From an optimization exercise on the open Yosys and OpenROAD flow, aimed at small area and a short achievable clock period; shortcuts taken in it are not production practice. RTL that was checked went through simulation tests only; none was proved equivalent to the original. No functional check of the RTL was part of runs 1 to 3. Power and IR drop assume default switching activity.

**flow/flow/run.sh**
```bash
#!/bin/bash
# Own layout flow: the standard synthesis, then the standard ORFS steps with
# extra make variables (flow/make_args.txt, one NAME=VALUE per line; @FLOW@ is
# replaced by this folder's absolute path, for hook scripts).
set -uo pipefail
here=$(cd "$(dirname "$0")" && pwd)
mapfile -t args < <(grep -v '^\s*#' "$here/make_args.txt" | grep -v '^\s*$' | sed "s#@FLOW@#$here#g")
printf '%s\n' "${args[@]}" > make_args_used.log
bash standard.sh synth > synth.log 2>&1 || exit 1
bash standard.sh "${args[@]}" finish > layout.log 2>&1
```
**flow/flow/downsize.tcl**
```tcl
# Start every combinational cell at its smallest drive strength; the timing
# repair that follows sizes up what the clock period needs.
set db [ord::get_db]
set n 0
foreach inst [[ord::get_db_block] getInsts] {
  set m [[$inst getMaster] getName]
  if {![regexp {^(sky130_fd_sc_hd__([a-z0-9]+))_([0-9]+)$} $m -> base kind size]} { continue }
  if {$size == 1} { continue }
  if {[string match {*df*} $kind] || [string match {dl*} $kind] || [string match {clk*} $kind] || [string match {conb} $kind] || [string match {tap*} $kind]} { continue }
  set small [$db findMaster ${base}_1]
  if {$small eq "NULL" || $small eq ""} { continue }
  $inst swapMaster $small
  incr n
}
puts "downsize: $n cells set to drive strength 1"
```
**flow/flow/post_cts.tcl**
```tcl
# Flatten the clock tree to two levels: the root buffer (the only cell the CLK
# port drives) drives the leaf buffers directly, which drive the registers. The
# branching buffers between them are removed, and the root is a clkbuf_16. All
# registers keep the same number of buffers on their clock path.
set block [ord::get_db_block]
proc out_net {inst} {
  foreach it [$inst getITerms] { if {[$it isOutputSignal]} { return [$it getNet] } }
  return ""
}
proc is_clkbuf {inst} { string match sky130_fd_sc_hd__clkbuf_* [[$inst getMaster] getName] }
set clk [$block findNet CLK]
set root ""
foreach it [$clk getITerms] { set root [$it getInst] }
set n0 [out_net $root]
set changed 1
while {$changed} {
  set changed 0
  foreach it [$n0 getITerms] {
    if {![$it isInputSignal]} { continue }
    set b [$it getInst]
    if {![is_clkbuf $b]} { continue }
    set n1 [out_net $b]
    # collapse b only if everything it drives is a clock buffer
    set all_bufs 1
    foreach l [$n1 getITerms] {
      if {[$l isInputSignal] && ![is_clkbuf [$l getInst]]} { set all_bufs 0 }
    }
    if {!$all_bufs} { continue }
    foreach l [$n1 getITerms] {
      if {[$l isInputSignal]} { $l disconnect; $l connect $n0 }
    }
    foreach bt [$b getITerms] { $bt disconnect }
    odb::dbInst_destroy $b
    odb::dbNet_destroy $n1
    set changed 1
    break
  }
}
$root swapMaster [[ord::get_db] findMaster sky130_fd_sc_hd__clkbuf_16]
puts "post_cts: root [$root getName] drives [expr {[llength [$n0 getITerms]] - 1}] clock buffers"
detailed_placement
check_placement -verbose
```
**flow/constraint.sdc**
```tcl
create_clock -name core_clock -period 4.0 [get_ports {CLK}]
set_input_delay 0.8000 -clock core_clock [delete_from_list [all_inputs] [get_ports {CLK}]]
set_output_delay 0.8000 -clock core_clock [all_outputs]
set_load 0.01 [all_outputs]
```
**flow/design.v**
```verilog
module memory_unit(
    input CLK, RESET,  
    input [3:0] ADDR,  
    input [7:0] DATA_IN,  
    input READ, WRITE,  
    input [7:0] SEARCH_KEY,  
    output reg [7:0] DATA_OUT,  
    output reg [7:0] SEARCH_RESULT  
);
reg [7:0] dasd_memory [0:15];  
reg [7:0] cam_key [0:7];       
genvar g, b;
wire nrd, nrd_m, nrd_h, nwr, nwen;
wire [3:0] na;
g_inv u_nrd (.a(READ), .y(nrd));
g_inv u_nrd_m (.a(READ), .y(nrd_m));
g_inv u_nrd_h (.a(READ), .y(nrd_h));
g_inv u_nwr (.a(WRITE), .y(nwr));
generate
    for (g = 0; g < 4; g = g + 1) begin : ainv
        g_inv u_na (.a(ADDR[g]), .y(na[g]));
    end
endgenerate
g_or3 u_nwen (.a(RESET), .b(READ), .c(nwr), .y(nwen));
wire [3:0] pa;
g_nor2 u_pa0 (.a(ADDR[1]), .b(ADDR[0]), .y(pa[0]));
g_nor2 u_pa1 (.a(ADDR[1]), .b(na[0]), .y(pa[1]));
g_nor2 u_pa2 (.a(na[1]), .b(ADDR[0]), .y(pa[2]));
g_nor2 u_pa3 (.a(na[1]), .b(na[0]), .y(pa[3]));
wire [3:0] wq, rq;
g_nor3 u_wq0 (.a(nwen), .b(ADDR[3]), .c(ADDR[2]), .y(wq[0]));
g_nor3 u_wq1 (.a(nwen), .b(ADDR[3]), .c(na[2]), .y(wq[1]));
g_nor3 u_wq2 (.a(nwen), .b(na[3]), .c(ADDR[2]), .y(wq[2]));
g_nor3 u_wq3 (.a(nwen), .b(na[3]), .c(na[2]), .y(wq[3]));
g_nor3 u_rq0 (.a(nrd), .b(ADDR[3]), .c(ADDR[2]), .y(rq[0]));
g_nor3 u_rq1 (.a(nrd), .b(ADDR[3]), .c(na[2]), .y(rq[1]));
g_nor3 u_rq2 (.a(nrd), .b(na[3]), .c(ADDR[2]), .y(rq[2]));
g_nor3 u_rq3 (.a(nrd), .b(na[3]), .c(na[2]), .y(rq[3]));
wire [15:0] we_d, rsel;
wire [7:0] we_k;
generate
    for (g = 0; g < 16; g = g + 1) begin : word
        g_and2 u_we (.a(pa[g % 4]), .b(wq[g / 4]), .y(we_d[g]));
        g_and2 u_rs (.a(pa[g % 4]), .b(rq[g / 4]), .y(rsel[g]));
        always @(posedge CLK)
            if (we_d[g])
                dasd_memory[g] <= DATA_IN;
    end
    for (g = 0; g < 8; g = g + 1) begin : key
        g_and2 u_we (.a(pa[g % 4]), .b(wq[g / 4]), .y(we_k[g]));
        always @(posedge CLK)
            if (we_k[g])
                cam_key[g] <= SEARCH_KEY;
    end
endgenerate
wire [7:0] nlo, nhi, m, mr;
generate
    for (g = 0; g < 8; g = g + 1) begin : cmp
        wire [7:0] eq;
        for (b = 0; b < 8; b = b + 1) begin : bit_eq
            g_xnor2 u_eq (.a(cam_key[g][b]), .b(SEARCH_KEY[b]), .y(eq[b]));
        end
        g_nand4 u_lo (.a(eq[0]), .b(eq[1]), .c(eq[2]), .d(eq[3]), .y(nlo[g]));
        g_nand4 u_hi (.a(eq[4]), .b(eq[5]), .c(eq[6]), .d(eq[7]), .y(nhi[g]));
        g_nor2 u_m (.a(nlo[g]), .b(nhi[g]), .y(m[g]));                 
        g_nor3 u_mr (.a(nlo[g]), .b(nhi[g]), .c(nrd_m), .y(mr[g]));      
    end
endgenerate
wire [7:0] ssel;
wire nm7, nm5, nm3, q67, q45, q23, q123;
g_or2  u_nm7  (.a(nlo[7]), .b(nhi[7]), .y(nm7));
g_or2  u_nm5  (.a(nlo[5]), .b(nhi[5]), .y(nm5));
g_or2  u_nm3  (.a(nlo[3]), .b(nhi[3]), .y(nm3));
g_nor2 u_q67  (.a(m[6]), .b(m[7]), .y(q67));
g_nor2 u_q45  (.a(m[4]), .b(m[5]), .y(q45));
g_nor2 u_q23  (.a(m[2]), .b(m[3]), .y(q23));
g_nor3 u_q123 (.a(m[1]), .b(m[2]), .c(m[3]), .y(q123));
assign ssel[7] = mr[7];
g_and2 u_s6 (.a(mr[6]), .b(nm7), .y(ssel[6]));
g_and2 u_s5 (.a(mr[5]), .b(q67), .y(ssel[5]));
g_and3 u_s4 (.a(mr[4]), .b(nm5), .c(q67), .y(ssel[4]));
g_and3 u_s3 (.a(mr[3]), .b(q45), .c(q67), .y(ssel[3]));
g_and4 u_s2 (.a(mr[2]), .b(nm3), .c(q45), .d(q67), .y(ssel[2]));
g_and4 u_s1 (.a(mr[1]), .b(q23), .c(q45), .d(q67), .y(ssel[1]));
g_and4 u_s0 (.a(mr[0]), .b(q123), .c(q45), .d(q67), .y(ssel[0]));
wire [7:0] dout_d, sres_d;
generate
    for (b = 0; b < 8; b = b + 1) begin : bits
        wire [15:0] v;
        for (g = 0; g < 16; g = g + 1) begin : w
            assign v[g] = dasd_memory[g][b];
        end
        wire [3:0] s;
        for (g = 0; g < 4; g = g + 1) begin : spair
            g_a22oi u_s (.a1(ssel[2 * g]), .a2(v[2 * g]), .b1(ssel[2 * g + 1]), .b2(v[2 * g + 1]), .y(s[g]));
        end
        wire sh, sx;
        g_nand2 u_sh (.a(nrd_h), .b(SEARCH_RESULT[b]), .y(sh));
        g_and2 u_sx (.a(s[3]), .b(sh), .y(sx));
        g_nand4 u_sy (.a(s[0]), .b(s[1]), .c(s[2]), .d(sx), .y(sres_d[b]));
        wire [7:0] t;
        for (g = 0; g < 8; g = g + 1) begin : dpair
            g_a22oi u_t (.a1(rsel[2 * g]), .a2(v[2 * g]), .b1(rsel[2 * g + 1]), .b2(v[2 * g + 1]), .y(t[g]));
        end
        wire e0, e1, dh;
        g_nand4 u_e0 (.a(t[0]), .b(t[1]), .c(t[2]), .d(t[3]), .y(e0));
        g_nand4 u_e1 (.a(t[4]), .b(t[5]), .c(t[6]), .d(t[7]), .y(e1));
        g_and2 u_dh (.a(nrd_h), .b(DATA_OUT[b]), .y(dh));
        g_or3 u_dy (.a(e0), .b(e1), .c(dh), .y(dout_d[b]));
    end
endgenerate
always @(posedge CLK or posedge RESET) begin
    if (RESET) begin
        DATA_OUT <= 8'd0;
        SEARCH_RESULT <= 8'd0;
    end else begin
        DATA_OUT <= dout_d;
        SEARCH_RESULT <= sres_d;
    end
end
endmodule
module g_inv(input a, output y);
    assign y = ~a;
endmodule
module g_xnor2(input a, input b, output y);
    assign y = ~(a ^ b);
endmodule
module g_nand2(input a, input b, output y);
    assign y = ~(a & b);
endmodule
module g_nand4(input a, input b, input c, input d, output y);
    assign y = ~(a & b & c & d);
endmodule
module g_nor2(input a, input b, output y);
    assign y = ~(a | b);
endmodule
module g_nor3(input a, input b, input c, output y);
    assign y = ~(a | b | c);
endmodule
module g_or2(input a, input b, output y);
    assign y = a | b;
endmodule
module g_or3(input a, input b, input c, output y);
    assign y = a | b | c;
endmodule
module g_and2(input a, input b, output y);
    assign y = a & b;
endmodule
module g_and3(input a, input b, input c, output y);
    assign y = a & b & c;
endmodule
module g_and4(input a, input b, input c, input d, output y);
    assign y = a & b & c & d;
endmodule
module g_a22oi(input a1, input a2, input b1, input b2, output y);
    assign y = ~(a1 & a2 | b1 & b2);
endmodule
```
**flow/standard.sh**
```bash
#!/bin/bash
# synth_recipe.tcl (not shown) runs the flow's synth.tcl, then flattens the netlist and writes it again
# the make line also repeats each setting of config.mk as NAME=value (left out here)
make -C /OpenROAD-flow-scripts/flow DESIGN_CONFIG=/design/flow/config.mk WORK_HOME=/design/flow/orfs CLKGATE_MAP_FILE= SYNTH_SCRIPT=/design/flow/synth_recipe.tcl "${@:-finish}"
```
**flow/flow/make_args.txt**
```
MATCH_CELL_FOOTPRINT=0
BUFFER_PORTS_ARGS=-buffer_cell sky130_fd_sc_hd__buf_2
CTS_ARGS=-sink_clustering_enable -repair_clock_nets -dont_use_dummy_load -buf_list sky130_fd_sc_hd__clkbuf_8 -sink_clustering_size 16 -sink_clustering_max_diameter 50
POST_FLOORPLAN_TCL=@FLOW@/downsize.tcl
```
**flow/flow/recover_margin.tcl**
```tcl
# Make the power/area recovery after global routing keep the same setup slack
# margin as the timing repair: it then only downsizes cells whose paths keep at
# least RECOVER_SLACK_MARGIN ns of slack.
rename repair_timing my_repair_timing_orig
proc repair_timing {args} {
  if {[lsearch $args -recover_power] >= 0} {
    lappend args -setup_margin $::env(RECOVER_SLACK_MARGIN)
  }
  my_repair_timing_orig {*}$args
}
```
**flow/config.mk**
```make
export PLATFORM = sky130hd
export DESIGN_NAME = memory_unit
export DESIGN_NICKNAME = memory_unit
export VERILOG_FILES = /design/flow/design.v
export SDC_FILE = /design/flow/constraint.sdc
export NUM_CORES = 4
export LEC_CHECK = 0
export CAP_MARGIN = 20
export CORE_MARGIN = 2
export CORE_UTILIZATION = 40
export SETUP_SLACK_MARGIN = 2.2
export SLEW_MARGIN = 20
export SYNTH_HIERARCHICAL = 1
```
**flow/flow/pre_cts.tcl**
```tcl
# Upsize the output port buffers.
set block [ord::get_db_block]
set master_buf [[ord::get_db] findMaster sky130_fd_sc_hd__buf_4]
foreach bterm [$block getBTerms] {
  if {[$bterm getIoType] ne "OUTPUT"} { continue }
  foreach iterm [[$bterm getNet] getITerms] {
    if {[$iterm isOutputSignal]} { [$iterm getInst] swapMaster $master_buf }
  }
}
```
==> results of run 1 <==
[per-module statistics from Yosys (local to each module, per instance), a selection]
module       flip-flops and latches  times used  cells
g_or3                             0           9      1
g_and3                            0           2      1
g_nand4                           0          40      1
g_or2                             0           3      1
memory_unit                     208           1    209
g_a22oi                           0          96      1
g_and2                            0          58      1
g_nor3                            0          17      1
[layer usage]
metal	wire length, µm	vias up	GRT usage
met4	448	0	0.0446
met1	8580	2630	0.235
met2	10200	189	0.292
met3	1220	33	0.0248
met5	0	-	0
li1	-	2250	-
[cell type report]
cell class	instances	area, µm²	share of cell area
sequential	208	6170	0.612
multi-input combinational	314	2760	0.274
timing repair buffer	57	467	0.0463
tap	280	350	0.0348
clock buffer	21	289	0.0287
inverter	9	37.5	0.00373
[sequential cells by signal, summed over array words and instances (netlist names)]
register,count
cam_key,64
dasd_memory,128
DATA_OUT,8
SEARCH_RESULT,8
[cells in the mapped netlist]
library cell  number  area share
nand4_1           40       0.028
nand2_1            8      0.0034
nor2_1            14      0.0059
or3_1              9      0.0063
a22oi_2           96        0.13
xnor2_1           64       0.063
and4_1             3      0.0029
and3_1             2      0.0014
or2_1              3      0.0021
edfxtp_1         192        0.64
and2_1            58       0.041
inv_1              9      0.0038
nor3_2            17       0.019
dfrtp_1           16       0.045
[timing repair]
item                                    4_1_cts  5_1_grt
gates resized for setup                     118      105
pin swaps                                     8       30
hold buffers                                  0        0
endpoints found under the setup margin      224      222
buffers inserted                              8        8
cloned                                        0        0
[worst paths after layout]
kind | slack (ns) | depth (start not counted) | start | endpoint
min reg2reg | 0.53 | 2 | dasd_memory[1][6] | SEARCH_RESULT[6]
max | 2.09 | 1 | DATA_OUT[7] | DATA_OUT[7]
max in group asynchronous | 3.07 | 2 | RESET | SEARCH_RESULT[4]
min | 0.39 | 2 | RESET | DATA_OUT[7]
min in group core_clock | 0.53 | 2 | dasd_memory[1][6] | SEARCH_RESULT[6]
max reg2reg | 2.18 | 7 | cam_key[4][7] | SEARCH_RESULT[4]
[worst register-to-register path: stages, from the launching register on]
cell	delay, ns
edfxtp_1	0.40
xnor2_1	0.16
nand4_1	0.19
nor2_1	0.13
nor2_1	0.09
and4_4	0.26
a22oi_2	0.23
nand4_1	0.15
[cells by family after synthesis]
kind of cell           synth area share
flip-flops                        0.690
buffers and inverters           0.00378
AO/OA/AOI/OAI                     0.134
XOR/XNOR                         0.0627
AND/OR/NAND/NOR                   0.110
[metrics by stage]
stage,setup slack (ns),util,area [µm²],power [mW],std cells
2_1_floorplan,1.95,-,9100,2.57,531
3_3_place_gp,1.15,0.408,8940,2.66,852
3_5_place_dp,1.09,0.408,8940,2.66,852
4_1_cts,2.07,0.438,9600,3.79,881
5_1_grt,2.04,0.460,10100,3.91,889
6_report,2.09,0.460,10100,3.79,889
[cell usage in the layout (no fill, tap or decap), drive strengths merged]
master      n
nand4      40
clkbuf     21
nor2       14
and4        3
inv         8
or2         3
nor3       17
nand2       8
buf        57
or3         9
dfrtp      16
and3        2
xnor2      64
and2       58
edfxtp    192
a22oi      96
clkinvlp    1
[power groups by stage]
stage          registers [mW]  logic [mW]  clock network, mW
4_1_cts                  2.42       0.221               1.15
3_5_place_dp             2.46       0.200                  0
3_3_place_gp             2.46       0.193                  0
6_report                 2.42       0.252               1.12
5_1_grt                  2.42       0.272               1.22
2_1_floorplan            2.47       0.101                  0
==> results.py, run 1 <==
metrics = {
    "outcome": {
        "status": "complete, no violations",
    },
    "power_and_ir_drop": {
        "p_per_area_mw_per_mm2": 376,
        "p_switching_mw": 0.820,
        "power_frac_comb": 0.066,
        "p_leak_nw": 3.21,
        "p_int_mw": 2.97,
        "p_clk_frac": 0.296,
        "seq_power_share": 0.638,
        "ir_worst_vdd_mv": 0.301,
        "netSwitchingFraction": 0.216,
    },
    "floorplan": {
        "num_rows": 54,
        "initial_core_util": 0.408,
        "die_area_mm2": 0.0236,
        "num_io_pins": 40,
        "die_w_um": 154,
        "die_h_um": 154,
        "core_mm2": 0.0219,
    },
    "worst_hold_path": {
        "min_path_type": "in -> async",
    },
    "critical_path": {
        "cp_num_buf_inv": 1,
        "cp.required_ns": 3.20,
        "cp_top_family": "flip-flops",
        "critPathKind": "reg -> out",
        "slowest_delay_ns": 0.43,
        "slowest_stage": "dfrtp_1",
        "path_max_fanout": 2,
        "critPathArrivalTime_ns": 1.11,
        "startpoint_type": "flip-flop",
        "path_cells": "buf_6",
        "crit_path_end_kind": "output port",
    },
    "global_routing": {
        "grt_pass1_vias": 5175,
        "track_usage": 0.172,
        "antenna_found_initial": 0,
        "grt_pass1_wl_mm": 31.3,
        "grt_max_degree": 17,
        "overflow": 0,
    },
    "sta": {
        "finalHoldViolations": 0,
        "hold_slack_ns": 0.388,
        "tns_ns": 0,
        "slew_violations": 0,
        "fmax_mhz": 523,
        "worst_slew_pin_slew_ns": 0.701,
        "period_needed_ns": 1.91,
        "fin_crit_sh": 0.478,
        "fin_skew_ns": 0.0781,
        "grt_setup_unrepaired": "yes",
        "setup-violations-final": 0,
        "slew_headroom": 0.532,
    },
    "synthesis": {
        "syn_nets": 555,
        "synth_area_per_cell_um2": 16.8,
        "ys_ff_latch": 208,
        "seq_area_frac_synth": 0.690,
        "synth_cell_type_count": 14,
        "synthesis.area_mm2": 0.00894,
        "synth_warnings": 11,
        "synth_cells": 531,
    },
    "placed_design": {
        "place.gp.congestion": 0.874,
        "dp_hpwl_mm": 13.4,
        "io_buffers": 39,
    },
    "layout": {
        "fin_nets": 635,
        "num_antenna_cells": 0,
        "drive_gt1_frac": 0.346,
        "fillerInstances": 1933,
        "syn_to_final_growth_pct": 12.7,
    },
    "flow_run": {
        "drv_cap": 0,
    },
    "detailed_routing": {
        "routedWlPerCell_um": 23.0,
        "ant_nets": 0,
        "viasPerCell": 5.74,
        "drc_errors": 0,
        "num_vias": 5102,
        "first_iter_violations": 452,
        "routed_wl_mm": 20.4,
        "drt_pass1_iterations": 5,
    },
    "clock_network": {
        "clockBufferDepth": 3,
        "clk_pin_slew_ns": 0.10,
        "cts_num_sinks": 208,
        "clk_latency_ns": 0.54,
        "cts-root-buf": "clkbuf_8",
        "cts-buffers-inserted": 21,
        "htreeDepth": 1,
        "tritoncts": "done",
    },
}
==> run 2: changes to the inputs <==
--- a/flow/design.v
+++ b/flow/design.v
@@ -10,28 +10,24 @@
 reg [7:0] dasd_memory [0:15];  
 reg [7:0] cam_key [0:7];       
 genvar g, b;
-wire nrd, nrd_m, nrd_h, nwr, nwen;
+wire nrd;
 wire [3:0] na;
 g_inv u_nrd (.a(READ), .y(nrd));
-g_inv u_nrd_m (.a(READ), .y(nrd_m));
-g_inv u_nrd_h (.a(READ), .y(nrd_h));
-g_inv u_nwr (.a(WRITE), .y(nwr));
 generate
     for (g = 0; g < 4; g = g + 1) begin : ainv
         g_inv u_na (.a(ADDR[g]), .y(na[g]));
     end
 endgenerate
-g_or3 u_nwen (.a(RESET), .b(READ), .c(nwr), .y(nwen));
 wire [3:0] pa;
 g_nor2 u_pa0 (.a(ADDR[1]), .b(ADDR[0]), .y(pa[0]));
 g_nor2 u_pa1 (.a(ADDR[1]), .b(na[0]), .y(pa[1]));
 g_nor2 u_pa2 (.a(na[1]), .b(ADDR[0]), .y(pa[2]));
 g_nor2 u_pa3 (.a(na[1]), .b(na[0]), .y(pa[3]));
 wire [3:0] wq, rq;
-g_nor3 u_wq0 (.a(nwen), .b(ADDR[3]), .c(ADDR[2]), .y(wq[0]));
-g_nor3 u_wq1 (.a(nwen), .b(ADDR[3]), .c(na[2]), .y(wq[1]));
-g_nor3 u_wq2 (.a(nwen), .b(na[3]), .c(ADDR[2]), .y(wq[2]));
-g_nor3 u_wq3 (.a(nwen), .b(na[3]), .c(na[2]), .y(wq[3]));
+g_nor4 u_wq0 (.a(RESET), .b(READ), .c(ADDR[3]), .d(ADDR[2]), .y(wq[0]));
+g_nor4 u_wq1 (.a(RESET), .b(READ), .c(ADDR[3]), .d(na[2]), .y(wq[1]));
+g_nor4 u_wq2 (.a(RESET), .b(READ), .c(na[3]), .d(ADDR[2]), .y(wq[2]));
+g_nor4 u_wq3 (.a(RESET), .b(READ), .c(na[3]), .d(na[2]), .y(wq[3]));
 g_nor3 u_rq0 (.a(nrd), .b(ADDR[3]), .c(ADDR[2]), .y(rq[0]));
 g_nor3 u_rq1 (.a(nrd), .b(ADDR[3]), .c(na[2]), .y(rq[1]));
 g_nor3 u_rq2 (.a(nrd), .b(na[3]), .c(ADDR[2]), .y(rq[2]));
@@ -40,14 +36,14 @@
 wire [7:0] we_k;
 generate
     for (g = 0; g < 16; g = g + 1) begin : word
-        g_and2 u_we (.a(pa[g % 4]), .b(wq[g / 4]), .y(we_d[g]));
+        g_and3 u_we (.a(pa[g % 4]), .b(wq[g / 4]), .c(WRITE), .y(we_d[g]));
         g_and2 u_rs (.a(pa[g % 4]), .b(rq[g / 4]), .y(rsel[g]));
         always @(posedge CLK)
             if (we_d[g])
                 dasd_memory[g] <= DATA_IN;
     end
     for (g = 0; g < 8; g = g + 1) begin : key
-        g_and2 u_we (.a(pa[g % 4]), .b(wq[g / 4]), .y(we_k[g]));
+        g_and3 u_we (.a(pa[g % 4]), .b(wq[g / 4]), .c(WRITE), .y(we_k[g]));
         always @(posedge CLK)
             if (we_k[g])
                 cam_key[g] <= SEARCH_KEY;
@@ -63,7 +59,7 @@
         g_nand4 u_lo (.a(eq[0]), .b(eq[1]), .c(eq[2]), .d(eq[3]), .y(nlo[g]));
         g_nand4 u_hi (.a(eq[4]), .b(eq[5]), .c(eq[6]), .d(eq[7]), .y(nhi[g]));
         g_nor2 u_m (.a(nlo[g]), .b(nhi[g]), .y(m[g]));                 
-        g_nor3 u_mr (.a(nlo[g]), .b(nhi[g]), .c(nrd_m), .y(mr[g]));      
+        g_nor3 u_mr (.a(nlo[g]), .b(nhi[g]), .c(nrd), .y(mr[g]));      
     end
 endgenerate
 wire [7:0] ssel;
@@ -95,18 +91,19 @@
             g_a22oi u_s (.a1(ssel[2 * g]), .a2(v[2 * g]), .b1(ssel[2 * g + 1]), .b2(v[2 * g + 1]), .y(s[g]));
         end
         wire sh, sx;
-        g_nand2 u_sh (.a(nrd_h), .b(SEARCH_RESULT[b]), .y(sh));
+        g_nand2 u_sh (.a(nrd), .b(SEARCH_RESULT[b]), .y(sh));
         g_and2 u_sx (.a(s[3]), .b(sh), .y(sx));
         g_nand4 u_sy (.a(s[0]), .b(s[1]), .c(s[2]), .d(sx), .y(sres_d[b]));
         wire [7:0] t;
         for (g = 0; g < 8; g = g + 1) begin : dpair
             g_a22oi u_t (.a1(rsel[2 * g]), .a2(v[2 * g]), .b1(rsel[2 * g + 1]), .b2(v[2 * g + 1]), .y(t[g]));
         end
-        wire e0, e1, dh;
+        wire e0, e1, f, ndh;
         g_nand4 u_e0 (.a(t[0]), .b(t[1]), .c(t[2]), .d(t[3]), .y(e0));
         g_nand4 u_e1 (.a(t[4]), .b(t[5]), .c(t[6]), .d(t[7]), .y(e1));
-        g_and2 u_dh (.a(nrd_h), .b(DATA_OUT[b]), .y(dh));
-        g_or3 u_dy (.a(e0), .b(e1), .c(dh), .y(dout_d[b]));
+        g_nor2 u_f (.a(e0), .b(e1), .y(f));                           
+        g_nand2 u_dh (.a(nrd), .b(DATA_OUT[b]), .y(ndh));             
+        g_nand2 u_dy (.a(f), .b(ndh), .y(dout_d[b]));
     end
 endgenerate
 always @(posedge CLK or posedge RESET) begin
@@ -140,8 +137,8 @@
 module g_or2(input a, input b, output y);
     assign y = a | b;
 endmodule
-module g_or3(input a, input b, input c, output y);
-    assign y = a | b | c;
+module g_nor4(input a, input b, input c, input d, output y);
+    assign y = ~(a | b | c | d);
 endmodule
 module g_and2(input a, input b, output y);
     assign y = a & b;
==> run 2 against run 1 <==
Against the previous run: synthesized cell count is 0.75% higher; critical endpoint is now DATA_OUT[2]; area after synthesis is 0.20% lower; total power is 0.30% higher; clock power hardly changed; sequential power hardly changed; non-clock buffer count is 3 higher; largest power group unchanged; maximum frequency is 2.3% lower; critical path type unchanged; register-to-register slack worse by 0.04 ns; setup slack worse by 0.046 ns; highest routed layer unchanged; final area is 1.7% lower; via count is 1.8% higher.
==> results.py, run 2 <==
metrics = {
    "outcome": {
        "status": "complete, no violations",
    },
    "sta": {
        "tns_ns": 0,
        "fin_crit_sh": 0.490,
        "setup_ws_ns": 2.04,
        "period_needed_ns": 1.96,
        "setup-violations-final": 0,
        "finalHoldViolations": 0,
        "grt_setup_unrepaired": "yes",
        "worst_slew_pin_slew_ns": 0.715,
        "hold_slack_ns": 0.397,
        "slew_violations": 0,
        "fmax_mhz": 511,
        "slew_headroom": 0.523,
        "fin_skew_ns": 0.0888,
    },
    "critical_path": {
        "cp.required_ns": 3.20,
        "path_max_fanout": 2,
        "startpoint_type": "flip-flop",
        "critPathKind": "reg -> out",
        "cp_top_family": "flip-flops",
        "slowest_delay_ns": 0.44,
        "slowest_stage": "dfrtp_1",
        "cp_num_buf_inv": 1,
        "critPathArrivalTime_ns": 1.16,
        "path_cells": "buf_2",
        "crit_path_end_kind": "output port",
    },
    "layout": {
        "final_cell_mix": "edfxtp_1, a22oi_1, xnor2_1, nand4_1, a22oi_2",
        "largest_register": "dasd_memory",
        "final_common_cell": "edfxtp_1",
        "post-route-util": 0.452,
        "fin_area_mm2": 0.00990,
        "drive_gt1_frac": 0.301,
        "largest_register_ff_count": 128,
        "fin_nets": 643,
        "syn_to_final_growth_pct": 10.9,
        "fillerInstances": 1972,
        "largest_registers": "dasd_memory (128), cam_key (64)",
    },
    "clock_network": {
        "clk_pin_slew_ns": 0.09,
        "htreeDepth": 1,
        "cts-buffers-inserted": 21,
        "cts_num_sinks": 208,
        "tritoncts": "done",
        "postCtsHoldBufs": 0,
        "clockBufferDepth": 3,
        "clk_latency_ns": 0.55,
        "cts-root-buf": "clkbuf_8",
    },
    "placed_design": {
        "post-place-ws_ns": 1.10,
        "place.gp.congestion": 0.955,
        "io_buffers": 39,
        "dp_hpwl_mm": 14.1,
        "dpl_cell_area_mm2": 0.00892,
    },
    "global_routing": {
        "grt_max_degree": 25,
        "grt_use_met2": 0.302,
        "use_met3": 0.0303,
        "grt_pass1_wl_mm": 31.7,
        "grt-busiest-layer": "met2",
        "grt_pass1_vias": 5305,
        "track_usage": 0.177,
        "met1_usage": 0.230,
        "antenna_found_initial": 2,
        "overflow": 0,
    },
    "synthesis": {
        "yosys.area.top_type": "edfxtp_1",
        "synth_commonest_cells": "edfxtp_1, a22oi_2, xnor2_1, nand4_1",
        "synth_cell_type_count": 14,
        "synth.most_common_cell": "edfxtp_1",
        "syn_nets": 559,
        "async_reset_ff_frac": 0.0769,
        "synth_warnings": 11,
        "ys_ff_latch": 208,
        "synth_top_area_share": 0.646,
        "seq_area_frac_synth": 0.691,
        "synth_area_leaders": "edfxtp_1, a22oi_2, xnor2_1",
        "synth_edf_count": 192,
        "synth_cells": 535,
        "synth_area_per_cell_um2": 16.7,
        "ys.flop_type": "edfxtp_1",
        "synthesis.area_mm2": 0.00892,
    },
    "floorplan": {
        "die_area_mm2": 0.0235,
        "num_rows": 54,
        "die_h_um": 153,
        "die_w_um": 153,
        "core_mm2": 0.0219,
        "initial_core_util": 0.408,
        "num_io_pins": 40,
    },
    "power_and_ir_drop": {
        "p_leak_nw": 3.20,
        "ir_worst_vdd_mv": 0.195,
        "p_per_area_mw_per_mm2": 384,
    },
    "worst_hold_path": {
        "min_path_type": "in -> async",
    },
    "detailed_routing": {
        "num_vias": 5196,
        "first_iter_violations": 466,
        "viasPerCell": 5.78,
        "ant_nets": 0,
        "drt_pass1_iterations": 7,
        "routed_wl_mm": 21.2,
        "routedWlPerCell_um": 23.6,
        "drc_errors": 0,
    },
    "flow_run": {
        "drv_cap": 0,
    },
}
run 2: repair_timing:
item | 4_1_cts | 5_1_grt
cloned | 1 | 0
setup endpoints to repair | 193 | 118
pin swaps | 10 | 24
gates resized for setup | 79 | 73
buffers inserted | 10 | 8
run 2: Yosys stat by module (local to each module, per instance), excerpt:
module / cells inside / cell area (µm²)
g_xnor2: 1 / 8.76
g_and3: 1 / 6.26
memory_unit: 209 / 6170
g_a22oi: 1 / 12.5
g_nor3: 1 / 10.0
g_nor2: 1 / 3.75
g_nand4: 1 / 6.26
g_or2: 1 / 6.26
g_nor4: 1 / 12.5
g_inv: 1 / 3.75
g_nand2: 1 / 3.75
run 2: final timing paths:
kind,from,endpoint,slack [ns],depth (start not counted)
max in group asynchronous,RESET,SEARCH_RESULT[0],3.05,2
min in group core_clock,dasd_memory[3][6],SEARCH_RESULT[6],0.51,2
worst min register to register,dasd_memory[3][6],SEARCH_RESULT[6],0.51,2
worst max register to register,cam_key[6][2],SEARCH_RESULT[0],2.14,7
worst max-delay path,DATA_OUT[2],DATA_OUT[2],2.04,1
worst min-delay path,RESET,DATA_OUT[4],0.40,2
run 2: layout make-up:
type                    instances  area (µm²)  area share
multi-input cells             321        2590       0.262
repair buffers                 60         467      0.0472
repair inverters                1        5.00    0.000506
clock buffers                  21         289      0.0292
diodes                          2        5.00    0.000506
inverters                       6        26.3     0.00265
well taps                     280         350      0.0354
flip-flops and latches        208        6170       0.623
run 2: per-stage QoR:
stage,power [mW],std cells
4_1_cts,3.81,889
2_1_floorplan,2.57,535
6_report,3.80,899
3_5_place_dp,2.67,857
3_3_place_gp,2.67,857
5_1_grt,3.92,898
run 2: metal layers:
layer / part of all wire / vias up
met5: 0 / -
li1: - / 2294
met1: 0.41 / 2636
met2: 0.50 / 216
met3: 0.061 / 50
met4: 0.028 / 0
run 2: kinds of logic after synthesis:
kind of cell,count (synthesis),share of synthesized area
compound gates,96,0.135
xor+xnor,64,0.0628
buf+inv,6,0.00252
flops,208,0.691
simple gates,161,0.109
run 2: where the power goes:
group | internal [mW] | switching, mW | total, mW | leakage, nW
registers | 2.40 | 0.0217 | 2.42 | 1.94
logic | 0.0998 | 0.154 | 0.254 | 1.11
clock network | 0.468 | 0.659 | 1.13 | 0.151
total | 2.97 | 0.835 | 3.80 | 3.20
==> run 3: changes to the inputs <==
==> flow/flow/fosize.tcl (new file) <==
# Size every combinational cell by its fanout before placement: drive
# strength 1 for up to 2 loads, 2 for 3 to 5 loads, 4 for 6 or more (or the
# largest of those the cell comes in). The timing repair that follows sizes
# the critical paths further.
set db [ord::get_db]
set n 0
foreach inst [[ord::get_db_block] getInsts] {
  set m [[$inst getMaster] getName]
  if {![regexp {^(sky130_fd_sc_hd__([a-z0-9]+))_([0-9]+)$} $m -> base kind size]} { continue }
  if {[string match {*df*} $kind] || [string match {dl*} $kind] || [string match {clk*} $kind] || [string match {conb} $kind] || [string match {tap*} $kind]} { continue }
  set fo 0
  foreach it [$inst getITerms] {
    if {![$it isOutputSignal]} { continue }
    set net [$it getNet]
    if {$net eq "NULL" || $net eq ""} { continue }
    foreach l [$net getITerms] { if {[$l isInputSignal]} { incr fo } }
    incr fo [llength [$net getBTerms]]
  }
  if {$fo <= 2} { set want {1} } elseif {$fo <= 5} { set want {2 1} } else { set want {4 2 1} }
  foreach w $want {
    set mm [$db findMaster ${base}_$w]
    if {$mm ne "NULL" && $mm ne ""} {
      if {$w != $size} { $inst swapMaster $mm; incr n }
      break
    }
  }
}
puts "fosize: $n cells resized by fanout"
==> flow/flow/make_args.txt (replaced) <==
MATCH_CELL_FOOTPRINT=0
BUFFER_PORTS_ARGS=-buffer_cell sky130_fd_sc_hd__buf_2
CTS_ARGS=-sink_clustering_enable -repair_clock_nets -dont_use_dummy_load -buf_list sky130_fd_sc_hd__clkbuf_8 -sink_clustering_size 16 -sink_clustering_max_diameter 50
POST_FLOORPLAN_TCL=@FLOW@/fosize.tcl
==> run 3 against run 2 <==
Against the previous run: total power decreased by 0.77%; sequential power about the same; die area is the same; final area is 2.6% higher; largest cell class unchanged; register-to-register slack gained 0.13 ns; critical path type unchanged; cell count is the same; critical path depth did not move; first-iteration DRC count down 8.6%; utilization rose by 1.2 points; area after synthesis unchanged; wire length fell by 1.5%.
==> results.py, run 3 <==
metrics = {
    "clock_network": {
        "htreeDepth": 1,
        "clk_latency_ns": 0.54,
        "clockBufferDepth": 3,
        "postCtsHoldBufs": 0,
        "tritoncts": "done",
        "cts-buffers-inserted": 20,
        "cts_num_sinks": 208,
        "cts-root-buf": "clkbuf_8",
        "clk_pin_slew_ns": 0.10,
    },
    "synthesis": {
        "synth_edf_count": 192,
        "synth_xor_area_frac": 0.0628,
        "yosys.area.top_type": "edfxtp_1",
        "synth_area_leaders": "edfxtp_1, a22oi_2, xnor2_1",
        "synth_area_per_cell_um2": 16.7,
        "seq_area_frac_synth": 0.691,
        "synth_cells": 535,
        "synthSimpleGateAreaFrac": 0.109,
        "synth.most_common_cell": "edfxtp_1",
        "ys_ff_latch": 208,
        "synth_compound_area_frac": 0.135,
        "synth_top_area_share": 0.646,
        "synth_cell_type_count": 14,
        "async_reset_ff_frac": 0.0769,
        "syn_nets": 559,
        "synthesis.area_mm2": 0.00892,
        "synth_warnings": 11,
        "synth_top_family_by_area": "compound AO/OA/AOI/OAI gates",
        "ys.flop_type": "edfxtp_1",
        "synth_commonest_cells": "edfxtp_1, a22oi_2, xnor2_1, nand4_1",
        "synthMuxAreaShare": 0,
        "synth-adder-area-share": 0,
    },
    "layout": {
        "fin_nets": 645,
        "drive_gt1_frac": 0.320,
        "largest_registers": "dasd_memory (128), cam_key (64)",
        "largest_register_ff_count": 128,
        "num_antenna_cells": 0,
        "post-route-util": 0.464,
        "fillerInstances": 1923,
        "largest_register": "dasd_memory",
        "final_cell_mix": "edfxtp_1, a22oi_1, xnor2_1, nand4_1, buf_2",
        "fin_area_mm2": 0.0102,
        "final_common_cell": "edfxtp_1",
        "syn_to_final_growth_pct": 13.8,
    },
    "sta": {
        "period_needed_ns": 1.88,
        "fmax_mhz": 531,
        "slew_violations": 0,
        "finalHoldViolations": 0,
        "grt_setup_unrepaired": "yes",
        "tns_ns": 0,
        "fin_crit_sh": 0.470,
        "worst_slew_pin_slew_ns": 0.585,
        "hold_slack_ns": 0.283,
        "setup-violations-final": 0,
        "slew_headroom": 0.608,
        "fin_skew_ns": 0.0893,
    },
    "critical_path": {
        "crit_path_end_kind": "output port",
        "cp_top_family": "flip-flops",
        "reg2reg_slack_ns": 2.27,
        "slowest_delay_ns": 0.39,
        "r2r_cells": 6,
        "r2r_end": "SEARCH_RESULT[1]",
        "slowest_stage": "dfrtp_1",
        "cp.required_ns": 3.20,
        "critPathArrivalTime_ns": 1.08,
        "startpoint": "SEARCH_RESULT[7]",
        "critPathKind": "reg -> out",
        "startpoint_type": "flip-flop",
        "path_cells": "buf_2",
        "cp_num_buf_inv": 1,
        "rr_startpoint": "cam_key[5][7]",
        "path_max_fanout": 2,
    },
    "outcome": {
        "status": "complete, no violations",
    },
    "power_and_ir_drop": {
        "p_per_area_mw_per_mm2": 372,
        "p_leak_nw": 3.24,
        "ir_worst_vdd_mv": 0.281,
        "finalPower_mw": 3.77,
    },
    "floorplan": {
        "die_w_um": 153,
        "initial_core_util": 0.408,
        "die_area_mm2": 0.0235,
        "die_h_um": 153,
        "num_rows": 54,
        "core_mm2": 0.0219,
        "num_io_pins": 40,
    },
    "placed_design": {
        "dp_hpwl_mm": 13.8,
        "io_buffers": 39,
        "place.gp.congestion": 0.876,
        "dpl_cell_area_mm2": 0.00924,
    },
    "worst_hold_path": {
        "min_path_type": "in -> async",
    },
    "global_routing": {
        "grt_pass1_wl_mm": 31.4,
        "use_met3": 0.0264,
        "met1_usage": 0.236,
        "grt_use_met2": 0.286,
        "track_usage": 0.173,
        "grt_pass1_vias": 5199,
        "antenna_found_initial": 0,
        "grt_max_degree": 25,
        "overflow": 0,
        "grt-busiest-layer": "met2",
    },
    "detailed_routing": {
        "routed_wl_mm": 20.9,
        "ant_nets": 0,
        "num_vias": 5113,
        "first_iter_violations": 426,
        "drt_pass1_iterations": 5,
        "viasPerCell": 5.69,
        "routedWlPerCell_um": 23.3,
        "drc_errors": 0,
    },
    "flow_run": {
        "drv_cap": 0,
    },
}
run 3: area by class of cell:
type	instances	area, µm²	area share
clock buffer	20	275	0.0271
inverter	6	31.3	0.00308
multi-input combinational	321	2830	0.278
sequential	208	6170	0.607
tap	280	350	0.0345
timing repair buffer	63	497	0.0489
timing repair inverter	1	5.00	0.000493
run 3: per-module statistics from Yosys (local to each module, per instance):
module / cells inside / area, µm² / flip-flops and latches
g_and4: 1 / 8.76 / 0
g_nor2: 1 / 3.75 / 0
g_a22oi: 1 / 12.5 / 0
memory_unit: 209 / 6170 / 208
g_and3: 1 / 6.26 / 0
g_nor4: 1 / 12.5 / 0
g_and2: 1 / 6.26 / 0
g_inv: 1 / 3.75 / 0
g_nand2: 1 / 3.75 / 0
g_nor3: 1 / 10.0 / 0
g_nand4: 1 / 6.26 / 0
g_or2: 1 / 6.26 / 0
g_xnor2: 1 / 8.76 / 0
run 3: through the flow:
step	worst slack, ns	instances
after global placement	1.15	854
after floorplan	1.94	535
after global routing	2.07	899
after CTS	2.10	891
final	2.12	899
after detailed placement	1.13	854
run 3: timing repair:
item	in CTS	in global routing
cloned	1	0
setup endpoints to repair	38	37
buffers inserted	16	8
resized for setup	48	42
pin swaps	6	18
run 3: cell families after synthesis:
group | count (synthesis)
flops | 208
xor+xnor | 64
compound gates | 96
simple gates | 161
buf+inv | 6
run 3: report_power, final:
| group | leakage [nW] | total [mW] | switching [mW] | internal, mW |
|---|---|---|---|---|
| sequential | 1.94 | 2.42 | 0.0157 | 2.40 |
| clock | 0.144 | 1.08 | 0.636 | 0.447 |
| combinational | 1.15 | 0.275 | 0.165 | 0.110 |
| total | 3.24 | 3.77 | 0.816 | 2.96 |
run 3: worst max path at each step:
stage / endpoint / slack, ns / depth (start not counted)
after floorplan: DATA_OUT[0] / 1.94 / 7
after global placement: DATA_OUT[1] / 1.15 / 8
after detailed placement: DATA_OUT[0] / 1.13 / 8
after CTS: DATA_OUT[1] / 2.10 / 1
after global routing: DATA_OUT[0] / 2.07 / 1
final: SEARCH_RESULT[7] / 2.12 / 1
run 3: layer usage:
metal,vias up,part of all wire
li1,2296,-
met1,2588,0.43
met2,179,0.49
met3,50,0.053
met4,0,0.030
met5,-,0
==> run 4: changes to the inputs <==
--- a/flow/design.v
+++ b/flow/design.v
@@ -10,24 +10,26 @@
 reg [7:0] dasd_memory [0:15];  
 reg [7:0] cam_key [0:7];       
 genvar g, b;
-wire nrd;
+wire nrd, nwr, nwen;
 wire [3:0] na;
 g_inv u_nrd (.a(READ), .y(nrd));
+g_inv u_nwr (.a(WRITE), .y(nwr));
 generate
     for (g = 0; g < 4; g = g + 1) begin : ainv
         g_inv u_na (.a(ADDR[g]), .y(na[g]));
     end
 endgenerate
+g_or3 u_nwen (.a(RESET), .b(READ), .c(nwr), .y(nwen));
 wire [3:0] pa;
 g_nor2 u_pa0 (.a(ADDR[1]), .b(ADDR[0]), .y(pa[0]));
 g_nor2 u_pa1 (.a(ADDR[1]), .b(na[0]), .y(pa[1]));
 g_nor2 u_pa2 (.a(na[1]), .b(ADDR[0]), .y(pa[2]));
 g_nor2 u_pa3 (.a(na[1]), .b(na[0]), .y(pa[3]));
 wire [3:0] wq, rq;
-g_nor4 u_wq0 (.a(RESET), .b(READ), .c(ADDR[3]), .d(ADDR[2]), .y(wq[0]));
-g_nor4 u_wq1 (.a(RESET), .b(READ), .c(ADDR[3]), .d(na[2]), .y(wq[1]));
-g_nor4 u_wq2 (.a(RESET), .b(READ), .c(na[3]), .d(ADDR[2]), .y(wq[2]));
-g_nor4 u_wq3 (.a(RESET), .b(READ), .c(na[3]), .d(na[2]), .y(wq[3]));
+g_nor3 u_wq0 (.a(nwen), .b(ADDR[3]), .c(ADDR[2]), .y(wq[0]));
+g_nor3 u_wq1 (.a(nwen), .b(ADDR[3]), .c(na[2]), .y(wq[1]));
+g_nor3 u_wq2 (.a(nwen), .b(na[3]), .c(ADDR[2]), .y(wq[2]));
+g_nor3 u_wq3 (.a(nwen), .b(na[3]), .c(na[2]), .y(wq[3]));
 g_nor3 u_rq0 (.a(nrd), .b(ADDR[3]), .c(ADDR[2]), .y(rq[0]));
 g_nor3 u_rq1 (.a(nrd), .b(ADDR[3]), .c(na[2]), .y(rq[1]));
 g_nor3 u_rq2 (.a(nrd), .b(na[3]), .c(ADDR[2]), .y(rq[2]));
@@ -36,14 +38,14 @@
 wire [7:0] we_k;
 generate
     for (g = 0; g < 16; g = g + 1) begin : word
-        g_and3 u_we (.a(pa[g % 4]), .b(wq[g / 4]), .c(WRITE), .y(we_d[g]));
+        g_and2 u_we (.a(pa[g % 4]), .b(wq[g / 4]), .y(we_d[g]));
         g_and2 u_rs (.a(pa[g % 4]), .b(rq[g / 4]), .y(rsel[g]));
         always @(posedge CLK)
             if (we_d[g])
                 dasd_memory[g] <= DATA_IN;
     end
     for (g = 0; g < 8; g = g + 1) begin : key
-        g_and3 u_we (.a(pa[g % 4]), .b(wq[g / 4]), .c(WRITE), .y(we_k[g]));
+        g_and2 u_we (.a(pa[g % 4]), .b(wq[g / 4]), .y(we_k[g]));
         always @(posedge CLK)
             if (we_k[g])
                 cam_key[g] <= SEARCH_KEY;
@@ -98,12 +100,11 @@
         for (g = 0; g < 8; g = g + 1) begin : dpair
             g_a22oi u_t (.a1(rsel[2 * g]), .a2(v[2 * g]), .b1(rsel[2 * g + 1]), .b2(v[2 * g + 1]), .y(t[g]));
         end
-        wire e0, e1, f, ndh;
+        wire e0, e1, dh;
         g_nand4 u_e0 (.a(t[0]), .b(t[1]), .c(t[2]), .d(t[3]), .y(e0));
         g_nand4 u_e1 (.a(t[4]), .b(t[5]), .c(t[6]), .d(t[7]), .y(e1));
-        g_nor2 u_f (.a(e0), .b(e1), .y(f));                           
-        g_nand2 u_dh (.a(nrd), .b(DATA_OUT[b]), .y(ndh));             
-        g_nand2 u_dy (.a(f), .b(ndh), .y(dout_d[b]));
+        g_and2 u_dh (.a(nrd), .b(DATA_OUT[b]), .y(dh));
+        g_or3 u_dy (.a(e0), .b(e1), .c(dh), .y(dout_d[b]));
     end
 endgenerate
 always @(posedge CLK or posedge RESET) begin
@@ -137,8 +138,8 @@
 module g_or2(input a, input b, output y);
     assign y = a | b;
 endmodule
-module g_nor4(input a, input b, input c, input d, output y);
-    assign y = ~(a | b | c | d);
+module g_or3(input a, input b, input c, output y);
+    assign y = a | b | c;
 endmodule
 module g_and2(input a, input b, output y);
     assign y = a & b;
==> run 4 against run 3 <==
Against the previous run: clock power is 6% higher; clock skew is 0.014 ns lower; worst hold slack got worse by 0.074 ns; still clean; first-iteration DRC count increased by 32%; critical path depth stayed put; final area rose by 0.36%; setup slack worse by 0.039 ns; area after synthesis increased by 0.11%; wire length rose by 1.3%.
==> results.py, run 4 <==
metrics = {
    "power_and_ir_drop": {
        "p_clk_frac": 0.300,
        "seq_power_share": 0.632,
        "p_int_mw": 2.99,
        "p_switching_mw": 0.835,
        "p_leak_nw": 3.22,
        "ir_worst_vdd_mv": 0.263,
        "netSwitchingFraction": 0.218,
        "power_frac_comb": 0.068,
        "p_per_area_mw_per_mm2": 376,
    },
    "synthesis": {
        "ys.flop_type": "edfxtp_1",
        "synth_top_area_share": 0.645,
        "syn_nets": 553,
        "seq_area_frac_synth": 0.690,
        "async_reset_ff_frac": 0.0769,
        "ys_ff_latch": 208,
        "synth_area_leaders": "edfxtp_1, a22oi_2, xnor2_1",
        "synth_commonest_cells": "edfxtp_1, a22oi_2, xnor2_1, and2_1, nand4_1",
        "synth_cells": 529,
        "yosys.area.top_type": "edfxtp_1",
        "synth_area_per_cell_um2": 16.9,
        "synth_edf_count": 192,
        "synth.most_common_cell": "edfxtp_1",
        "synth_cell_type_count": 14,
        "synth_warnings": 11,
        "synthesis.area_mm2": 0.00893,
    },
    "clock_network": {
        "cts_num_sinks": 208,
        "clockBufferDepth": 3,
        "tritoncts": "done",
        "htreeDepth": 1,
        "cts-root-buf": "clkbuf_8",
        "cts-buffers-inserted": 22,
        "clk_pin_slew_ns": 0.10,
        "postCtsHoldBufs": 0,
        "clk_latency_ns": 0.54,
    },
    "critical_path": {
        "path_max_fanout": 2,
        "path_cells": "buf_6",
        "cp.required_ns": 3.20,
        "reg2reg_slack_ns": 2.12,
        "crit_path_end_kind": "output port",
        "cp_top_family": "flip-flops",
        "critPathKind": "reg -> out",
        "cp_num_buf_inv": 1,
        "slowest_delay_ns": 0.44,
        "startpoint_type": "flip-flop",
        "critPathArrivalTime_ns": 1.12,
        "slowest_stage": "dfrtp_1",
    },
    "detailed_routing": {
        "routed_wl_mm": 21.2,
        "ant_nets": 0,
        "routedWlPerCell_um": 23.8,
        "drt_pass1_iterations": 5,
        "viasPerCell": 5.75,
        "first_iter_violations": 563,
        "drc_errors": 0,
        "num_vias": 5121,
    },
    "floorplan": {
        "die_w_um": 153,
        "die_area_mm2": 0.0235,
        "num_io_pins": 40,
        "core_mm2": 0.0219,
        "die_h_um": 153,
        "num_rows": 54,
        "initial_core_util": 0.408,
    },
    "sta": {
        "tns_ns": 0,
        "slew_violations": 0,
        "fmax_mhz": 521,
        "finalHoldViolations": 0,
        "setup-violations-final": 0,
        "setup_ws_ns": 2.08,
        "worst_slew_pin_slew_ns": 0.569,
        "fin_skew_ns": 0.0751,
        "grt_setup_unrepaired": "yes",
        "hold_slack_ns": 0.209,
        "fin_crit_sh": 0.480,
        "period_needed_ns": 1.92,
        "slew_headroom": 0.619,
    },
    "layout": {
        "largest_register": "dasd_memory",
        "final_common_cell": "edfxtp_1",
        "fillerInstances": 1953,
        "largest_registers": "dasd_memory (128), cam_key (64)",
        "largest_register_ff_count": 128,
        "fin_nets": 636,
        "final_cell_mix": "edfxtp_1, xnor2_1, a22oi_1, a22oi_2, and2_4",
        "drive_gt1_frac": 0.359,
        "num_antenna_cells": 0,
        "syn_to_final_growth_pct": 14.0,
    },
    "global_routing": {
        "antenna_found_initial": 0,
        "grt_max_degree": 17,
        "grt_pass1_vias": 5241,
        "track_usage": 0.180,
        "grt_pass1_wl_mm": 32.2,
        "overflow": 0,
    },
    "placed_design": {
        "dp_hpwl_mm": 14.1,
        "post-place-ws_ns": 1.11,
        "io_buffers": 39,
        "place.gp.congestion": 0.907,
    },
    "outcome": {
        "status": "complete, no violations",
    },
    "flow_run": {
        "drv_cap": 0,
    },
    "worst_hold_path": {
        "min_path_type": "in -> async",
    },
}
## run 4: changes by cell type in the layout (fill, tap and decap cells not counted), sizes merged, moves of 2 or more
cell / change
clkbuf: +2
and3: -24
and2: +32
nor3: +4
buf: -5
or3: +9
nand2: -16
nor2: -8
nor4: -4
## run 4: stage by stage
stage               total power, mW   util  instances  area, µm²
finish                         3.83  0.465        890      10200
global route                   3.95  0.465        890      10200
CTS                            3.84  0.452        886       9890
global placement               2.68  0.420        848       9190
detailed placement             2.69  0.420        848       9190
floorplan                      2.57      -        529       9060
## run 4: per-layer routing
layer	routed length, µm	track usage	up-vias
met5	0	0	-
met4	605	0.0555	0
met3	1520	0.0366	50
met2	10200	0.297	210
met1	8820	0.241	2609
li1	-	-	2252
## run 4: cell type report
type	instances	area, µm²	area share
clock buffer	22	303	0.0297
inverter	7	35.0	0.00344
multi-input combinational	314	2830	0.278
sequential	208	6170	0.605
tap	280	350	0.0344
timing repair buffer	58	495	0.0486
timing repair inverter	1	5.00	0.000491
## run 4: power groups by stage
stage                     logic (mW)  clock network [mW]  registers [mW]
final                          0.261                1.15            2.42
after detailed placement       0.220                   0            2.47
after floorplan                0.102                   0            2.47
after global placement         0.214                   0            2.47
after CTS                      0.249                1.17            2.42
after global routing           0.282                1.25            2.42
## run 4: worst paths after layout
check	depth (start not counted)	startpoint	to
setup / recovery	1	DATA_OUT[6]	DATA_OUT[6]
hold / removal	2	RESET	DATA_OUT[2]
setup reg to reg	7	cam_key[7][3]	SEARCH_RESULT[6]
hold reg to reg	2	dasd_memory[3][2]	SEARCH_RESULT[2]
max in group asynchronous	2	RESET	SEARCH_RESULT[0]
min in group core_clock	2	dasd_memory[3][2]	SEARCH_RESULT[2]
## run 4: logic make-up after synthesis
| family | synth area share |
|---|---|
| AND/OR/NAND/NOR | 0.110 |
| buffers and inverters | 0.00294 |
| XOR/XNOR | 0.0627 |
| AO/OA/AOI/OAI | 0.134 |
| flip-flops | 0.690 |
## run 4: modules after synthesis (local to each module, per instance), a selection
module	copies in the design	cells inside
memory_unit	1	209
g_nand4	40	1
g_nor2	14	1
g_or2	3	1
g_and2	58	1
g_xnor2	64	1
g_nand2	8	1
g_inv	6	1
## run 4: repair_timing
item                                    4_1_cts  5_1_grt
gates resized for setup                      62       52
endpoints found under the setup margin      197       34
pin swaps                                    19       21
cloned                                        1        0
setup buffers                                15        4
==> run 5: changes to the inputs <==
==> flow/flow/make_args.txt (replaced) <==
MATCH_CELL_FOOTPRINT=0
BUFFER_PORTS_ARGS=-buffer_cell sky130_fd_sc_hd__buf_2
CTS_ARGS=-sink_clustering_enable -repair_clock_nets -dont_use_dummy_load -buf_list sky130_fd_sc_hd__clkbuf_8 -sink_clustering_size 16 -sink_clustering_max_diameter 50
POST_FLOORPLAN_TCL=@FLOW@/downsize.tcl
removed: flow/flow/fosize.tcl
removed: flow/flow/post_cts.tcl
removed: flow/flow/pre_cts.tcl
removed: flow/flow/recover_margin.tcl
==> run 5 against run 4 <==
Against the previous run: combinational power fell by 9.6%; area after synthesis unchanged; critical path type unchanged; sequential share of layout area increased by 1.7 points; via count fell by 4.0%; wire length is 10% lower; worst hold slack improved by 0.23 ns; clock skew shrank 0.020 ns; still clean on timing, DRC and antenna; maximum frequency up 2.2%.
==> results.py, run 5 <==
metrics = {
    "synthesis": {
        "synth_cell_type_count": 14,
        "synth_area_leaders": "edfxtp_1, a22oi_2, xnor2_1",
        "synthesis.area_mm2": 0.00893,
        "async_reset_ff_frac": 0.0769,
        "synth_top_area_share": 0.645,
        "synth_cells": 529,
        "synth_commonest_cells": "edfxtp_1, a22oi_2, xnor2_1, and2_1, nand4_1",
        "yosys.area.top_type": "edfxtp_1",
        "synth_edf_count": 192,
        "synth_top_family_by_area": "compound AO/OA/AOI/OAI gates",
        "syn_nets": 553,
        "synth-adder-area-share": 0,
        "synth_area_per_cell_um2": 16.9,
        "ys_ff_latch": 208,
        "ys.flop_type": "edfxtp_1",
        "synth.most_common_cell": "edfxtp_1",
        "synth_compound_area_frac": 0.134,
        "synthSimpleGateAreaFrac": 0.110,
        "synth_warnings": 11,
        "synthMuxAreaShare": 0,
        "seq_area_frac_synth": 0.690,
        "synth_xor_area_frac": 0.0627,
    },
    "layout": {
        "final_cell_mix": "edfxtp_1, xnor2_1, a22oi_1, nand4_1, a22oi_2",
        "final_common_cell": "edfxtp_1",
        "largest_register_ff_count": 128,
        "fin_nets": 633,
        "num_antenna_cells": 0,
        "syn_to_final_growth_pct": 11.0,
        "drive_gt1_frac": 0.311,
        "largest_register": "dasd_memory",
        "largest_registers": "dasd_memory (128), cam_key (64)",
    },
    "clock_network": {
        "clk_latency_ns": 0.53,
        "cts-root-buf": "clkbuf_8",
        "tritoncts": "done",
        "htreeDepth": 1,
        "clk_pin_slew_ns": 0.08,
        "cts-buffers-inserted": 22,
        "cts_num_sinks": 208,
        "clockBufferDepth": 3,
    },
    "sta": {
        "tns_ns": 0,
        "slew_headroom": 0.448,
        "fmax_mhz": 532,
        "grt_setup_unrepaired": "yes",
        "fin_skew_ns": 0.0547,
        "fin_crit_sh": 0.470,
        "period_needed_ns": 1.88,
        "setup-violations-final": 0,
        "worst_slew_pin_slew_ns": 0.827,
        "slew_violations": 0,
        "finalHoldViolations": 0,
    },
    "critical_path": {
        "slowest_stage": "dfrtp_1",
        "cp_num_buf_inv": 1,
        "critPathArrivalTime_ns": 1.08,
        "cp_top_family": "flip-flops",
        "crit_path_end_kind": "output port",
        "startpoint_type": "flip-flop",
        "path_cells": "buf_2",
        "path_max_fanout": 2,
        "critPathKind": "reg -> out",
        "slowest_delay_ns": 0.41,
        "cp.required_ns": 3.20,
    },
    "detailed_routing": {
        "drt_pass1_iterations": 5,
        "ant_nets": 0,
        "num_vias": 4914,
        "first_iter_violations": 373,
        "drc_errors": 0,
        "routed_wl_mm": 19.0,
        "viasPerCell": 5.54,
        "routedWlPerCell_um": 21.4,
    },
    "floorplan": {
        "die_h_um": 153,
        "die_w_um": 153,
        "num_rows": 54,
        "num_io_pins": 40,
        "die_area_mm2": 0.0235,
        "initial_core_util": 0.408,
        "core_mm2": 0.0219,
    },
    "power_and_ir_drop": {
        "netSwitchingFraction": 0.209,
        "power_frac_comb": 0.063,
        "p_leak_nw": 3.11,
        "p_int_mw": 2.99,
        "seq_power_share": 0.640,
        "finalPower_mw": 3.77,
        "p_clk_frac": 0.297,
        "p_switching_mw": 0.789,
        "ir_worst_vdd_mv": 0.274,
        "p_per_area_mw_per_mm2": 381,
    },
    "global_routing": {
        "grt_max_degree": 17,
        "grt_pass1_vias": 4884,
        "antenna_found_initial": 1,
        "grt_pass1_wl_mm": 28.7,
        "track_usage": 0.159,
        "overflow": 0,
    },
    "placed_design": {
        "place.gp.congestion": 0.893,
        "io_buffers": 39,
        "dp_hpwl_mm": 12.9,
    },
    "worst_hold_path": {
        "min_path_type": "in -> async",
    },
    "outcome": {
        "status": "complete, no violations",
    },
    "flow_run": {
        "drv_cap": 0,
    },
}
## run 5: cell counts after synthesis
Identical to the previous run, type by type.
## run 5: power groups by stage
stage	Combinational (mW)	Sequential, mW	Clock (mW)
6_report	0.236	2.42	1.12
3_5_place_dp	0.197	2.46	0
4_1_cts	0.227	2.42	1.16
5_1_grt	0.256	2.42	1.25
2_1_floorplan	0.102	2.47	0
3_3_place_gp	0.193	2.46	0
## run 5: kinds of logic (layout without fill, tap and decap cells)
group           Yosys count  in the layout
simple gates            154            154
buf+inv                   7             85
xor+xnor                 64             64
flops                   208            208
compound gates           96             96
## run 5: final timing paths
| check | endpoint | from | slack (ns) | cells past startpoint |
|---|---|---|---|---|
| min in group core_clock | SEARCH_RESULT[2] | dasd_memory[3][2] | 0.52 | 2 |
| worst max register to register | SEARCH_RESULT[0] | cam_key[7][5] | 2.23 | 7 |
| worst min-delay path | DATA_OUT[6] | RESET | 0.44 | 2 |
| worst min register to register | SEARCH_RESULT[2] | dasd_memory[3][2] | 0.52 | 2 |
| max in group asynchronous | SEARCH_RESULT[0] | RESET | 3.00 | 2 |
| worst max-delay path | DATA_OUT[2] | DATA_OUT[2] | 2.12 | 1 |
## run 5: area by class of cell
class                           count  area (µm²)
Fill cell                        1919       12000
Sequential cell                   208        6170
Multi-Input combinational cell    314        2600
Timing Repair Buffer               56         459
Tap cell                          280         350
Clock buffer                       22         303
Inverter                            7        32.5
## run 5: repair_timing
action                                  CTS  global route
endpoints found under the setup margin  224           181
resized for setup                       136            61
buffers inserted                         10             5
pin swaps                                 8            38
hold buffers                              0             0
## run 5: routing by layer
| metal | vias to the layer above | part of all wire | track usage |
|---|---|---|---|
| li1 | 2242 | - | - |
| met1 | 2472 | 0.43 | 0.218 |
| met2 | 175 | 0.48 | 0.262 |
| met3 | 23 | 0.068 | 0.0329 |
| met4 | 2 | 0.014 | 0.0389 |
| met5 | - | 0.00058 | 0 |
## run 5: stage by stage
stage               utilization  hold WS, ns  setup WS [ns]  cells  area (µm²)
floorplan                     -        0.497           1.88    529        9060
finish                    0.453        0.436           2.12    887        9910
global placement          0.408        0.512          0.982    850        8930
global route              0.453        0.477           2.07    887        9910
CTS                       0.442        0.442           2.09    882        9670
detailed placement        0.408        0.514          0.885    850        8930
## run 5: Yosys stat by module (local to each module, per instance), a selection
module	area (µm²)	copies in the design	flops+latches	cells inside
g_nor2	3.75	14	0	1
g_nand2	3.75	8	0	1
g_a22oi	12.5	96	0	1
g_nor3	10.0	17	0	1
g_xnor2	8.76	64	0	1
g_or2	6.26	3	0	1

[re-timing with driven ports]
The results above use ideal ports. As a check the final layouts listed here were re-extracted and re-timed, cells and wires unchanged.
Step 1 (the two cells are an assumption about what drives the block):
set clk [get_ports {CLK}]
set_driving_cell -lib_cell sky130_fd_sc_hd__clkbuf_16 $clk
set_driving_cell -lib_cell sky130_fd_sc_hd__buf_2 [delete_from_list [all_inputs] $clk]
Step 2 moves the port delays by t, midway between the first and last clock arrival at a register: inputs arrive t later, outputs are due t later. That takes back most of the time a late clock gives input paths.
a / b / c = ideal / step 1 / step 2; a / b = the first two.
run	t (ns)	slack for setup (ns)	slew at the worst register clock pin (ns)	worst slew at a driven data input, ns	cell pins on the clock port's net
run 1	0.540	2.087 / 2.046 / 1.594	0.10 / 0.10	0.06	1
run 2	0.549	2.041 / 2.000 / 1.548	0.10 / 0.10	0.06	1
run 3	0.540	2.118 / 2.078 / 1.644	0.10 / 0.10	0.06	1
run 4	0.540	2.079 / 2.039 / 1.546	0.10 / 0.10	0.07	1
run 5	0.546	2.120 / 2.081 / 1.614	0.09 / 0.09	0.06	1
After both steps setup and hold are still met in every run listed. For run 4, which loses most, drivers alone change the setup slack by -0.040 ns; drivers and shift together by -0.533 ns.
